Context: an optimization exercise on an open-source flow, tuned for small area. The choices shown serve that exercise and are no tape-out recipe. The RTL was checked by simulation tests, not by an equivalence proof against the original design.

[flow/constraint.sdc]
create_clock -name core_clock -period 8.0 [get_ports {clk}]
set_input_delay 1.6000 -clock core_clock [delete_from_list [all_inputs] [get_ports {clk}]]
set_output_delay 1.6000 -clock core_clock [all_outputs]
set_load 0.01 [all_outputs]
[flow/design.v]
`timescale 1ns / 1ps
module fir_coe#(
parameter COE_LOCAL_NUM         = 2,
parameter COE_SEL_WIDTH         = 2, 
parameter COE_WIDTH             = 16,
parameter COE_TAPS              = 3,
parameter COE_SYMMETRY          = 0,
parameter COE_ODD               = COE_TAPS % 2,
parameter COE_TAPS_TRUE         = COE_SYMMETRY ? (COE_TAPS + COE_ODD)/2 : COE_TAPS,
parameter [COE_WIDTH*COE_TAPS*COE_LOCAL_NUM-1:0] COE_FILE = {16'd11,16'd12,16'd13, 
                                                              16'd21,16'd22,16'd33} 
)(
input                                           clk,
input                                           rst_n,
input                                           coe_sel_vld_i,
input            [COE_SEL_WIDTH-1:0]            coe_sel_index_i,
input                                           coe_reload_vld_i,
input            [COE_WIDTH-1:0]                coe_reload_data_i,
output           [COE_WIDTH*COE_TAPS_TRUE-1:0]  coe_o
    );
reg [COE_WIDTH-1:0] coe_local_r [0:COE_TAPS_TRUE-1];
reg [COE_WIDTH-1:0] coe_config_r [0:COE_TAPS_TRUE-1];
reg                 coe_reload_vld_d [0:COE_TAPS_TRUE-1];
integer j;
genvar i;
generate
    for (i=0;i<COE_TAPS_TRUE;i=i+1)begin:local_coe_coe
        always@(posedge clk or negedge rst_n) begin
            if(rst_n == 1'b0)begin
                coe_local_r[i] <= COE_FILE[(((COE_LOCAL_NUM-0)*COE_TAPS-i)*COE_WIDTH-1)-:COE_WIDTH]; 
            end else if(coe_sel_vld_i == 1'b1) begin
                for(j=0;j<COE_LOCAL_NUM;j=j+1)begin
                    if(coe_sel_index_i == j)
                        coe_local_r[i] <= COE_FILE[(((COE_LOCAL_NUM-j)*COE_TAPS-i)*COE_WIDTH-1)-:COE_WIDTH];
                end
                if(coe_sel_index_i == COE_LOCAL_NUM)begin
                    coe_local_r[i] <= coe_config_r[i];
                end
            end
        end
    end
endgenerate
always@(posedge clk or negedge rst_n) begin
    if(rst_n == 1'b0)begin
        for(j=0;j<COE_TAPS_TRUE;j=j+1)begin
            coe_reload_vld_d[j] <= 1'b0;
        end
    end else begin
        for(j=1;j<COE_TAPS_TRUE;j=j+1)begin
            coe_reload_vld_d[j] <= coe_reload_vld_d[j-1];
        end
        coe_reload_vld_d[0] <= coe_reload_vld_i;
    end
end
always@(posedge clk or negedge rst_n) begin
    if(rst_n == 1'b0)begin
        for(j=0;j<COE_TAPS_TRUE;j=j+1)begin
            coe_config_r[j] <= COE_FILE[(((COE_LOCAL_NUM-0)*COE_TAPS-j)*COE_WIDTH-1)-:COE_WIDTH];
        end
    end else begin
        for(j=1;j<COE_TAPS_TRUE;j=j+1)begin
            if(coe_reload_vld_d[j]== 1'b0 && coe_reload_vld_d[j-1] == 1'b1)begin
                coe_config_r[j] <= coe_reload_data_i;
            end
        end
        if(coe_reload_vld_d[0] == 1'b0 && coe_reload_vld_i == 1'b1)begin
            coe_config_r[0] <= coe_reload_data_i;
        end
    end
end
generate
    for (i=0; i < COE_TAPS_TRUE; i=i+1)begin: coe_reg
        assign coe_o[i*COE_WIDTH+:COE_WIDTH] = coe_local_r[i];
    end
endgenerate
endmodule
`timescale 1ns / 1ps
module fir_cal#(
parameter DATA_IN_WIDTH  = 16,
parameter DATA_OUT_WIDTH = 16+16+5,
parameter COE_WIDTH      = 16,
parameter COE_TAPS       = 20,
parameter COE_SYMMETRY   = 0,
parameter SPEED_FAST     = 1,
parameter COE_ODD        = COE_TAPS % 2,
parameter COE_TAPS_TRUE  = COE_SYMMETRY ? (COE_TAPS + COE_ODD)/2 : COE_TAPS
)(
input                                           clk,
input                                           rst_n,
input            [COE_WIDTH*COE_TAPS_TRUE-1:0]  coe_i,
input                                           data_vld_i,
input            [DATA_IN_WIDTH-1:0]            data_i,
output                                          data_vld_o,
output           [DATA_OUT_WIDTH-1:0]           data_o
    );
localparam PIPE_STEP = 2;  
wire signed [COE_WIDTH-1:0] coe[0:COE_TAPS-1];
integer j;
genvar i;
generate
    for (i=0; i < COE_TAPS_TRUE; i=i+1)
    begin: coe_reg
        assign coe[i] = coe_i[i*COE_WIDTH+:COE_WIDTH];
    end
endgenerate
generate
if (COE_SYMMETRY == 0) begin: unsymmetry_gen
    localparam MULT_WIDTH_US = DATA_IN_WIDTH + COE_WIDTH;
    localparam DELAY = 2 + SPEED_FAST + COE_TAPS;
    reg  signed [DATA_IN_WIDTH-1:0] data_r[0:COE_TAPS*PIPE_STEP-1];
    reg                             data_vld_delay[0:DELAY-1];
    reg  signed [MULT_WIDTH_US-1:0] mult_r[0:COE_TAPS-1];
    reg  signed [DATA_OUT_WIDTH-1:0] mult_add_r[0:COE_TAPS-1];
    always@(posedge clk or negedge rst_n) begin
        if(rst_n == 1'b0)begin
            for(j=0;j<DELAY;j=j+1)begin
                data_vld_delay[j] <= 'h0;
            end
        end else begin
            for(j=1;j<DELAY;j=j+1)begin
                data_vld_delay[j] <= data_vld_delay[j-1];
            end
            data_vld_delay[0] <= data_vld_i;
        end
    end
    always@(posedge clk or negedge rst_n) begin
        if(rst_n == 1'b0)begin
            for(j=0;j<COE_TAPS*PIPE_STEP;j=j+1)begin
                data_r[j]  <= 'h0;
            end
        end else begin
            for(j=1;j<COE_TAPS*PIPE_STEP;j=j+1)begin
                data_r[j]  <= data_r[j-1];
            end
            if(data_vld_i == 1'b1)begin
                data_r[0]  <= data_i;
            end else begin
                data_r[0]  <= 'h0;
            end
        end
    end
    if(SPEED_FAST == 0)begin :speed_low
        always@(*) begin
            for(j=0;j<COE_TAPS;j=j+1)begin
                mult_r[j]  = data_r[PIPE_STEP*(j+1)-1] * coe[j];
            end
        end
    end else begin:speed_high
        always@(posedge clk or negedge rst_n) begin
            if(rst_n == 1'b0)begin
                for(j=0;j<COE_TAPS;j=j+1)begin
                    mult_r[j]  <= 'h0;
                end
            end else begin
                for(j=0;j<COE_TAPS;j=j+1)begin
                    mult_r[j]  <= data_r[PIPE_STEP*(j+1)-1] * coe[j];
                end
            end
        end
    end
    always@(posedge clk or negedge rst_n) begin
        if(rst_n == 1'b0)begin
            for(j=0;j<COE_TAPS;j=j+1)begin
                mult_add_r[j]  <= 'h0;
            end
        end else begin
            mult_add_r[0]  <= mult_r[0];
            for(j=1;j<COE_TAPS-1;j=j+1)begin
                mult_add_r[j]  <= mult_r[j] + mult_add_r[j-1];
            end
            if(data_vld_delay[DELAY-2]==1'b1)begin
                mult_add_r[COE_TAPS-1] <= mult_r[COE_TAPS-1] + mult_add_r[COE_TAPS-2];
            end else begin
                mult_add_r[COE_TAPS-1] <= 'h0;
            end
        end
    end
    assign data_o = mult_add_r[COE_TAPS-1];
    assign data_vld_o = data_vld_delay[DELAY-1];
end else begin
    localparam MULT_WIDTH_S  = DATA_IN_WIDTH + COE_WIDTH + 1;
    localparam ADD1_NUM      = COE_TAPS_TRUE;
    localparam MULT_NUM      = ADD1_NUM; 
    localparam ADD2_NUM      = MULT_NUM;  
    localparam DELAY = 3 + SPEED_FAST + MULT_NUM;
    reg  signed [DATA_IN_WIDTH-1:0] data_r[0:COE_TAPS];
    reg                             data_vld_delay[0:DELAY-1];
    reg  signed [DATA_IN_WIDTH:0]   add_step1[0:ADD1_NUM-1];
    wire signed [DATA_IN_WIDTH:0]   add_step1_mid;
    reg  signed [MULT_WIDTH_S-1:0]   mult_r[0:MULT_NUM-1];
    reg  signed [DATA_OUT_WIDTH-1:0] add_step2[0:ADD2_NUM-1];  
    always@(posedge clk or negedge rst_n) begin
        if(rst_n == 1'b0)begin
            for(j=0;j<DELAY;j=j+1)begin
                data_vld_delay[j] <= 'h0;
            end
        end else begin
            for(j=1;j<DELAY;j=j+1)begin
                data_vld_delay[j] <= data_vld_delay[j-1];
            end
            data_vld_delay[0] <= data_vld_i;
        end
    end
    always@(posedge clk or negedge rst_n) begin
        if(rst_n == 1'b0)begin
            for(j=0;j<=COE_TAPS;j=j+1)begin
                data_r[j]  <= 'h0;
            end
        end else begin
            for(j=1;j<=COE_TAPS;j=j+1)begin
                data_r[j]  <= data_r[j-1];
            end
            if(data_vld_i == 1'b1)begin
                data_r[0]  <= data_i;
            end else begin
                data_r[0]  <= 'h0;
            end
        end
    end
    if(COE_ODD == 1)begin
        assign add_step1_mid = data_r[PIPE_STEP*ADD1_NUM-1];
    end else begin
        assign add_step1_mid = data_r[PIPE_STEP*ADD1_NUM-1] +  data_r[COE_TAPS];
    end
    always@(posedge clk or negedge rst_n) begin
        if(rst_n == 1'b0)begin
            for(j=0;j<ADD1_NUM;j=j+1)begin
                add_step1[j]  <= 'h0;
            end
        end else begin
            for(j=0;j<ADD1_NUM-1;j=j+1)begin
                add_step1[j]  <= data_r[PIPE_STEP*(j+1)-1] +  data_r[COE_TAPS];
            end
            add_step1[ADD1_NUM-1] <= add_step1_mid;
        end
    end
    if(SPEED_FAST == 0)begin :speed_low
        always@(*) begin
            for(j=0;j<MULT_NUM;j=j+1)begin
                mult_r[j]  = add_step1[j] * coe[j];
            end
        end
    end else begin:speed_high
        always@(posedge clk or negedge rst_n) begin
            if(rst_n == 1'b0)begin
                for(j=0;j<MULT_NUM;j=j+1)begin
                    mult_r[j]  <= 'h0;
                end
            end else begin
                for(j=0;j<MULT_NUM;j=j+1)begin
                    mult_r[j]  <= add_step1[j] * coe[j];
                end
            end
        end
    end
    always@(posedge clk or negedge rst_n) begin
        if(rst_n == 1'b0)begin
            for(j=0;j<ADD2_NUM;j=j+1)begin
                add_step2[j]  <= 'h0;
            end
        end else begin
            add_step2[0]  <= mult_r[0];
            for(j=1;j<ADD2_NUM-1;j=j+1)begin
                add_step2[j]  <= mult_r[j] + add_step2[j-1];
            end
            if(data_vld_delay[DELAY-2]==1'b1)begin
                add_step2[ADD2_NUM-1] <= mult_r[ADD2_NUM-1] + add_step2[ADD2_NUM-2];
            end else begin
                add_step2[ADD2_NUM-1] <= 'h0;
            end
        end
    end
    assign data_o = add_step2[ADD2_NUM-1];
    assign data_vld_o = data_vld_delay[DELAY-1];
end
endgenerate
endmodule
`timescale 1ns / 1ps
module fir_top #(
parameter SPEED_FAST     = 1,
parameter DATA_IN_WIDTH  = 16,
parameter DATA_OUT_WIDTH = 16+16+5,
parameter COE_WIDTH      = 16,
parameter COE_TAPS       = 22,
parameter COE_SYMMETRY   = 1,
parameter COE_LOCAL_NUM  = 3,
parameter COE_SEL_WIDTH  = 2, 
parameter [COE_WIDTH*COE_TAPS*COE_LOCAL_NUM-1:0] COE_FILE = {-16'd5,16'd0,16'd4,16'd2,-16'd4,-16'd5,16'd5,16'd11,-16'd5,-16'd36,16'd64,16'd64,-16'd36,-16'd5,16'd11,16'd5,-16'd5,-16'd4,16'd2,16'd4,16'd0,-16'd5,
-16'd5,16'd0,16'd4,16'd2,-16'd4,-16'd5,16'd5,16'd11,-16'd5,-16'd36,16'd64,16'd64,-16'd36,-16'd5,16'd11,16'd5,-16'd5,-16'd4,16'd2,16'd4,16'd0,-16'd5,
 16'd5,16'd0,16'd4,16'd2,-16'd4,-16'd5,16'd5,16'd11,-16'd5,-16'd36,16'd16384,16'd16384,-16'd36,-16'd5,16'd11,16'd5,-16'd5,-16'd4,16'd2,16'd4,16'd0,16'd5}
)(
input                                           clk,
input                                           rst_n,
input                                           coe_sel_vld_i,
input            [COE_SEL_WIDTH-1:0]            coe_sel_index_i,
input                                           coe_reload_vld_i,
input            [COE_WIDTH-1:0]                coe_reload_data_i,
input                                           data_vld_i,
input            [DATA_IN_WIDTH-1:0]            data_i,
output                                          data_vld_o,
output           [DATA_OUT_WIDTH-1:0]           data_o
    );
localparam COE_ODD        = COE_TAPS % 2;
localparam COE_TAPS_TRUE  = COE_SYMMETRY ? (COE_TAPS + COE_ODD)/2 : COE_TAPS;
wire  [COE_WIDTH*COE_TAPS_TRUE-1:0]  coe;
fir_coe#(
.COE_LOCAL_NUM      ( COE_LOCAL_NUM     ),
.COE_SEL_WIDTH      ( COE_SEL_WIDTH     ),
.COE_WIDTH          ( COE_WIDTH         ),
.COE_TAPS           ( COE_TAPS          ),
.COE_SYMMETRY       ( COE_SYMMETRY      ),
.COE_ODD            ( COE_ODD           ),
.COE_TAPS_TRUE      ( COE_TAPS_TRUE     ),
.COE_FILE           ( COE_FILE          )
)fir_coe_inst(
.clk                ( clk               ),
.rst_n              ( rst_n             ),
.coe_sel_vld_i      ( coe_sel_vld_i     ),
.coe_sel_index_i    ( coe_sel_index_i   ),
.coe_reload_vld_i   ( coe_reload_vld_i  ),
.coe_reload_data_i  ( coe_reload_data_i ),
.coe_o              ( coe               )
);
fir_cal#(
.DATA_IN_WIDTH      ( DATA_IN_WIDTH     ),
.DATA_OUT_WIDTH     ( DATA_OUT_WIDTH    ),
.COE_WIDTH          ( COE_WIDTH         ),
.COE_TAPS           ( COE_TAPS          ),
.COE_SYMMETRY       ( COE_SYMMETRY      ),
.SPEED_FAST         ( SPEED_FAST        ),
.COE_ODD            ( COE_ODD           ),
.COE_TAPS_TRUE      ( COE_TAPS_TRUE     )
)fir_cal_inst(
.clk                ( clk               ),
.rst_n              ( rst_n             ),
.coe_i              ( coe               ),
.data_vld_i         ( data_vld_i        ),
.data_i             ( data_i            ),
.data_vld_o         ( data_vld_o        ),
.data_o             ( data_o            )
);
endmodule
[flow/config.mk]
export PLATFORM = sky130hd
export DESIGN_NAME = fir_top
export DESIGN_NICKNAME = fir_top
export VERILOG_FILES = /design/flow/design.v
export SDC_FILE = /design/flow/constraint.sdc
export NUM_CORES = 4
export LEC_CHECK = 0
export CAP_MARGIN = 20
export CORE_MARGIN = 2
export CORE_UTILIZATION = 40
export SLEW_MARGIN = 20
[flow/run.sh]
#!/bin/bash
# synth_recipe.tcl (not shown) runs the flow's synth.tcl, then flattens the netlist and writes it again
# the make line also repeats each setting of config.mk as NAME=value (left out here)
make -C /OpenROAD-flow-scripts/flow DESIGN_CONFIG=/design/flow/config.mk WORK_HOME=/design/flow/orfs CLKGATE_MAP_FILE= SYNTH_SCRIPT=/design/flow/synth_recipe.tcl finish
==> flow_summary.yaml <==
status:
  run_status: "no timing/DRC/antenna violations"
route:
  via_count_of_the_routed_design: 121000
  drt-vias-per-instance: 5.02
  avgRoutedWirePerCell_um: 20.2
  drtIter0Drc: 7075
  detail-route-antenna-nets: 0
  remaining_drc_errors: 0
  dr.pass1.iters: 5
  finalWirelength_mm: 486
layout:
  filler_cell_count: 43700
  post_route_cells_drive_above_1_share_pct: 4.97
  design.final.nets: 22500
  register_area_mm2: 0.0426
  layout_common_cells: "sky130_fd_sc_hd__inv_1, sky130_fd_sc_hd__fa_1, sky130_fd_sc_hd__nand2_1, sky130_fd_sc_hd__dfrtp_1, sky130_fd_sc_hd__and2_1"
  layout_commonest_cell: "sky130_fd_sc_hd__inv_1"
  multiInputGateArea_mm2: 0.125
  syn2layout_area_growth_pct: 7.78
  design_area_mm2: 0.197
critical_path:
  biggest_cell_delay_along_the_critical_path_ns: 0.64
  worstPathArrival_ns: 7.91
  required_ns: 8.77
  critical-path-slowest-cell: "sky130_fd_sc_hd__dfrtp_1"
  path_common_cell: "sky130_fd_sc_hd__fa_1"
  critical_path.cell_chain: "and2_1, fa_1, inv_1, fa_1, fa_1, inv_1, fa_1, fa_1, inv_1, fa_1, inv_1, ha_1, and3_1, and3_1, a32oi_1, a21oi_1, nor2_1, o21ai_0, o311ai_0, a21oi_1, a21oi_1, o21bai_1, xnor2_1"
  worst-path-max-fanout: 16
  endpoint_kind: "register"
  start_kind: "register"
  path_class: "register to register"
clocking:
  cts_buffer_depth: 4
  clk_pin_slew_ns: 0.06
  total_setup_buffers_inserted_after_cts: 0
  cts-root-buf: "sky130_fd_sc_hd__clkbuf_16"
  cts_inserted_buffers: 198
  clock_tree.htree_level_count: 4
  hold_buffers: 0
  post_cts_resized: 0
  later_pin_clock_latency_in_the_skew_report_ns: 0.93
  tritoncts: "yes"
  clock_sinks: 1696
logic_synthesis:
  mappedNetlistNets: 22600
  synth_cells: 18100
  synth_sequential_area_ratio_pct: 23.3
  dominantRegCellSynth: "sky130_fd_sc_hd__dfrtp_1"
  synth_edf_count: 0
  asyncSetResetFlopFracSynth_pct: 100
  postSynthRegisterBits: 1696
  synth-warning-count: 10
  synthDistinctLibCells: 97
  syn-cell-area_mm2: 0.183
  average_instance_area_after_synthesis_um2: 10.1
timing:
  fin_worst_skew_ns: 0.0706
  timing_hold_violations_final: 0
  finalMaxSlewViolations: 0
  setup-violations-final: 0
  worstMarginPinSlew_ns: 1.03
  finalWorstSetupSlack_ns: 0.864
  unrepaired_setup_endpoints_after_global_routing: "no"
  setup-tns-final_ns: 0
  post-route-period-util_pct: 89.2
  post-route-min-period_ns: 7.14
  worst_hold_slack_ns: 0.327
  achievable-frequency_mhz: 140
  timing.slew.headroom_pct: 31.6
placement:
  numPortBuffers: 76
  detailed_place.area_mm2: 0.190
  placement_setup_slack_ns: 0.880
  gpl.final_weighted_congestion: 0.896
  dp_hpwl_mm: 386
floorplan:
  row_count: 248
  die_area_mm2: 0.463
  placeableCoreArea_mm2: 0.456
  fp.dieH_um: 681
  dieWidth_um: 681
  ioPinCount: 77
  starting_density_of_the_core_pct: 40.1
global_routing:
  initial_antenna_violation_count: 37
  track_usage_pct: 21.6
  global_route.overflow_total: 0
  grt_pass1_vias: 131000
  maximum_number_of_pins_on_one_net_before_global_route_repair: 178
  grt_first_pass_wirelength_mm: 771
min_path:
  hold_path_class: "register to register"
job:
  cap_violations: 0
## per-layer routing
| layer | GRT usage (%) | vias up | part of all wire (%) |
|---|---|---|---|
| li1 | - | 55200 | - |
| met3 | 2.07 | 720 | 4.3 |
| met1 | 27.2 | 62400 | 41 |
| met5 | 0 | - | 0.012 |
| met4 | 9.14 | 8 | 5.0 |
| met2 | 37.9 | 2666 | 50 |
## layout make-up
type	instances	area share, %
Inverter	3639	6.92
Antenna cell	30	0.0380
Tap cell	6000	3.80
Clock inverter	108	0.704
Sequential cell	1696	21.6
Timing Repair Buffer	191	0.844
Multi-Input combinational cell	12200	63.3
Clock buffer	260	2.83
## flip-flops by register name (all words and copies together) (netlist names)
| name | cells |
|---|---|
| fir_coe_inst.coe_local_r | 176 |
| fir_cal_inst.genblk2.data_r | 368 |
| fir_coe_inst.coe_config_r | 176 |
| fir_cal_inst.genblk2.add_step2 | 400 |
| fir_cal_inst.genblk2.data_vld_delay | 15 |
| fir_cal_inst.genblk2.mult_r | 363 |
| fir_cal_inst.genblk2.add_step1 | 187 |
| fir_coe_inst.coe_reload_vld_d | 11 |
## cell usage after synthesis, types with 27 or more instances
master	instances	share of area, %
sky130_fd_sc_hd__o22a_1	67	0.32
sky130_fd_sc_hd__and2_1	1502	5.1
sky130_fd_sc_hd__inv_1	3639	7.5
sky130_fd_sc_hd__o21bai_1	99	0.41
sky130_fd_sc_hd__a21boi_0	56	0.23
sky130_fd_sc_hd__nor2b_1	98	0.33
sky130_fd_sc_hd__nor3_1	131	0.36
sky130_fd_sc_hd__a21o_1	292	1.2
sky130_fd_sc_hd__nand4_1	34	0.12
sky130_fd_sc_hd__nand2_1	1755	3.6
sky130_fd_sc_hd__nand3_1	135	0.37
sky130_fd_sc_hd__o31ai_1	29	0.12
sky130_fd_sc_hd__dfstp_2	160	2.3
sky130_fd_sc_hd__a211oi_1	51	0.21
sky130_fd_sc_hd__or3_1	55	0.19
sky130_fd_sc_hd__ha_1	1455	9.9
sky130_fd_sc_hd__mux2_2	176	1.1
sky130_fd_sc_hd__a31oi_1	64	0.22
sky130_fd_sc_hd__buf_1	30	0.062
sky130_fd_sc_hd__o21ai_0	412	1.1
sky130_fd_sc_hd__dfrtp_1	1536	21
sky130_fd_sc_hd__o21a_1	108	0.44
sky130_fd_sc_hd__a21oi_1	578	1.6
sky130_fd_sc_hd__nor2_1	597	1.2
sky130_fd_sc_hd__nand2b_1	151	0.52
sky130_fd_sc_hd__xor2_1	164	0.78
sky130_fd_sc_hd__o211ai_1	30	0.12
sky130_fd_sc_hd__fa_1	3057	33
sky130_fd_sc_hd__and3_1	67	0.23
sky130_fd_sc_hd__clkbuf_1	503	1.0
sky130_fd_sc_hd__xnor2_1	656	3.1
sky130_fd_sc_hd__o31a_1	27	0.13
## critical path: cells and delay by family (launching register included)
family | cells | cell delay (ns)
fa+ha+maj | 7 | 3.30
compound gates | 7 | 1.75
simple gates | 4 | 0.96
flops | 1 | 0.64
buf+inv | 4 | 0.20
xor+xnor | 1 | 0.13
## per-stage QoR
step / utilization (%) / cells
2_1_floorplan: - / 18100
3_3_place_gp: 41.7 / 23700
3_5_place_dp: 41.7 / 23700
4_1_cts: 43.2 / 24100
5_1_grt: 43.3 / 24100
6_report: 43.3 / 24100
## kinds of logic after synthesis
logic type,synth area share [%]
simple gates,12.4
compound gates,7.34
flops,23.3
fa+ha+maj,43.4
xor+xnor,3.92
mux,1.10
buf+inv,8.55
## final timing paths
path	to	slack, ns	cells after the start	start
max	fir_cal_inst.genblk2.mult_r[0][27]	0.86	23	fir_cal_inst.genblk2.add_step1[0][8]
min	fir_cal_inst.genblk2.data_r[7][11]	0.33	0	fir_cal_inst.genblk2.data_r[6][11]
max reg2reg	fir_cal_inst.genblk2.mult_r[0][27]	0.86	23	fir_cal_inst.genblk2.add_step1[0][8]
min reg2reg	fir_cal_inst.genblk2.data_r[7][11]	0.33	0	fir_cal_inst.genblk2.data_r[6][11]
max in group asynchronous	fir_cal_inst.genblk2.add_step1[8][15]	5.34	3	rst_n
min in group asynchronous	fir_cal_inst.genblk2.mult_r[7][29]	0.56	1	rst_n

==> port drivers added, routing unchanged <==
Ports are ideal in the flow. The routed layout listed here was re-timed in OpenROAD.
Step 1: set_driving_cell puts a clkbuf_16 on clk and a buf_2 on each other input, an assumption about the parent block.
Step 2 adds t to the input delays and takes it off the output delays; t is the mean of the earliest and latest rising clock arrival at the registers after step 1. Input paths then give back, and output paths get back, about the clock's delay inside the block.
Slacks: ideal / step 1 / step 2; pairs: ideal / step 1.
shift t [ns]: 1.007
setup WS [ns]: 0.864 / 0.864 / 0.864
hold slack, ns: 0.327 / 0.327 / 0.327
worst setup path at the end: register to register
pins driven straight from the clock port: 1
After both steps setup and hold are still met in this run. For this run, drivers alone change the setup slack by 0.000 ns; drivers and shift together by 0.000 ns.
